This design comes from an exercise in tuning for small area on the open sky130 flow, not from production work.

04-13:
==> module Array, before the edit <==
module Array (
  input  wire        clk  ,
  input  wire        rst  ,
  input  wire        start,
  input  wire [31:0] a_in ,
  input  wire [31:0] w_in ,
  output wire [31:0] y_out,
  output wire        ready,
  output wire        done
);
  reg [4:0] cnt;
  always @(posedge clk or posedge rst) begin
    if (rst) cnt <= 5'd0;
    else if (cnt == 5'd0) cnt <= start ? 5'd1 : 5'd0;
    else if (cnt == 5'd17) cnt <= 5'd0;
    else cnt <= cnt + 5'd1;
  end
  assign ready = cnt == 5'd0;
  assign done  = cnt == 5'd17;
  wire load = (cnt >= 5'd1) && (cnt <= 5'd4);
  reg [7:0] w [0:3][0:3];
  always @(posedge clk) begin
    if (load) begin
      for (int j = 0; j < 4; j++) begin
        w[0][j] <= w_in[8*j+:8];
        for (int i = 1; i < 4; i++) w[i][j] <= w[i-1][j];
      end
    end
  end
  reg [7:0] a0d1, a0d2, a0d3, a0d4, a1d1, a1d2, a1d3, a2d1, a2d2, a3d1;
  always @(posedge clk) begin
    a0d1 <= a_in[7:0];   a0d2 <= a0d1; a0d3 <= a0d2; a0d4 <= a0d3;
    a1d1 <= a_in[15:8];  a1d2 <= a1d1; a1d3 <= a1d2;
    a2d1 <= a_in[23:16]; a2d2 <= a2d1;
    a3d1 <= a_in[31:24];
  end
  wire [7:0] low [0:3];
  wire [3:0] sat;
  genvar j;
  generate
    for (j = 0; j < 4; j = j + 1) begin : col
      Column c (
        .x0(a0d4), .x1(a1d3), .x2(a2d2), .x3(a3d1),
        .w0(w[0][j]), .w1(w[1][j]), .w2(w[2][j]), .w3(w[3][j]),
        .low(low[j]), .sat(sat[j])
      );
    end
  endgenerate
  reg [8:0] s0, s1, s2, s3;
  always @(posedge clk) begin
    s0 <= {sat[0], low[0]};
    s1 <= {sat[1], low[1]};
    s2 <= {sat[2], low[2]};
    s3 <= {sat[3], low[3]};
  end
  wire [7:0] y0, y1, y2, y3;
  Activation act0 (.sat(s0[8]), .low(s0[7:0]), .y(y0));
  Activation act1 (.sat(s1[8]), .low(s1[7:0]), .y(y1));
  Activation act2 (.sat(s2[8]), .low(s2[7:0]), .y(y2));
  Activation act3 (.sat(s3[8]), .low(s3[7:0]), .y(y3));
  reg [7:0] r1b, r2b, r2c, r3b, r3c, r3d;
  always @(posedge clk) begin
    r1b <= y1;
    r2b <= y2; r2c <= r2b;
    r3b <= y3; r3c <= r3b; r3d <= r3c;
  end
  assign y_out = {r3d, r2c, r1b, y0};
endmodule
Settings: LEC_CHECK=0, CAP_MARGIN=20, CORE_MARGIN=2, CORE_UTILIZATION=40, SLEW_MARGIN=20, SYNTH_HIERARCHICAL=1; clock period 5.0 ns.
run.sh (not shown) runs the stock make flow with config.mk's settings and CLKGATE_MAP_FILE= SYNTH_SCRIPT=/design/flow/synth_recipe.tcl, a recipe that flattens the netlist after the stock synthesis.
04-13 had finished all stages when the layout checks came back failing, citing setup timing.
Here is what was changed in the inputs of 04-12 compared with 04-13.
-- flow/design.v --
<<< 04-13, line 603
    a3d1 <= a_in[31:24];
  end
  wire [7:0] low [0:3];
  wire [3:0] sat;
  genvar j;
  generate
    for (j = 0; j < 4; j = j + 1) begin : col
      Column c (
        .x0(a0d4), .x1(a1d3), .x2(a2d2), .x3(a3d1),
        .w0(w[0][j]), .w1(w[1][j]), .w2(w[2][j]), .w3(w[3][j]),
        .low(low[j]), .sat(sat[j])
      );
    end
  endgenerate
  reg [8:0] s0, s1, s2, s3;
  always @(posedge clk) begin
    s0 <= {sat[0], low[0]};
    s1 <= {sat[1], low[1]};
    s2 <= {sat[2], low[2]};
    s3 <= {sat[3], low[3]};
  end
  wire [7:0] y0, y1, y2, y3;
  Activation act0 (.sat(s0[8]), .low(s0[7:0]), .y(y0));
  Activation act1 (.sat(s1[8]), .low(s1[7:0]), .y(y1));
  Activation act2 (.sat(s2[8]), .low(s2[7:0]), .y(y2));
  Activation act3 (.sat(s3[8]), .low(s3[7:0]), .y(y3));
  reg [7:0] r1b, r2b, r2c, r3b, r3c, r3d;
  always @(posedge clk) begin
    r1b <= y1;
    r2b <= y2; r2c <= r2b;
    r3b <= y3; r3c <= r3b; r3d <= r3c;
  end
  assign y_out = {r3d, r2c, r1b, y0};
endmodule
module top #(parameter N = 4) (
>>> 04-12, line 603
    a3d1 <= a_in[31:24];
  end
  wire [7:0] yv [0:3];
  genvar j;
  generate
    for (j = 0; j < 4; j = j + 1) begin : col
      wire [7:0] low;
      wire       sat;
      Column c (
        .x0(a0d4), .x1(a1d3), .x2(a2d2), .x3(a3d1),
        .w0(w[0][j]), .w1(w[1][j]), .w2(w[2][j]), .w3(w[3][j]),
        .low(low), .sat(sat)
      );
      Activation act (.sat(sat), .low(low), .y(yv[j]));
    end
  endgenerate
  reg [7:0] r0, r1a, r1b, r2a, r2b, r2c, r3a, r3b, r3c, r3d;
  always @(posedge clk) begin
    r0  <= yv[0];
    r1a <= yv[1]; r1b <= r1a;
    r2a <= yv[2]; r2b <= r2a; r2c <= r2b;
    r3a <= yv[3]; r3b <= r3a; r3c <= r3b; r3d <= r3c;
  end
  assign y_out = {r3d, r2c, r1b, r0};
endmodule
module top #(parameter N = 4) (
==> comparison <==
- Going from 04-13 to 04-12, the routing usage on met1 was found to have gone up by 0.27 points.
- Across 04-12 and 04-13, no clean finish was achieved.
- The layout from 04-12, despite a flow that completed every stage, fails the layout checks, with the failing checks listed as setup timing.
- STATUS run=04-13 STAGES=ALL_DONE FINAL_CHECKS=FAILED CAUSE=setup timing
- Diff 04-13 -> 04-12 | count of sequential standard cells | decrease of 1.3%
- Going from 04-13 to 04-12, sequential share of cell area decreased 0.85 points, data arrival time at the worst-slack endpoint increased 0.46 ns, synthesized area decreased about 0.4%, post-synthesis share of cell area spent on full adders, half adders and majority gates increased 0.17 points.
No functional check of the RTL was part of any run of this note.

port drivers added, routing unchanged:
The flow's constraints put no driver on any port. The routed layouts listed below were extracted and timed again, unchanged, in two steps. Step 1, drivers: a clkbuf_16 drives clk and a buf_2 each remaining input, both assumed. Step 2 times the ports against the registers' clock, not the clock port: input delays grow and output delays shrink by t, the midpoint of the rising clock arrivals with the driver on. a / b / c = ideal / step 1 / step 2; a / b = the first two.
run | t, ns | setup slack, ns | worst setup path after step 2 | slew at the worst register clock pin (ns) | cell pins on the clock port's net
04-13 | 0.603 | -0.503 / -0.503 / -0.503 | register to register | 0.06 / 0.06 | 1
04-12 | 0.607 | -0.934 / -0.934 / -0.934 | register to register | 0.07 / 0.07 | 1
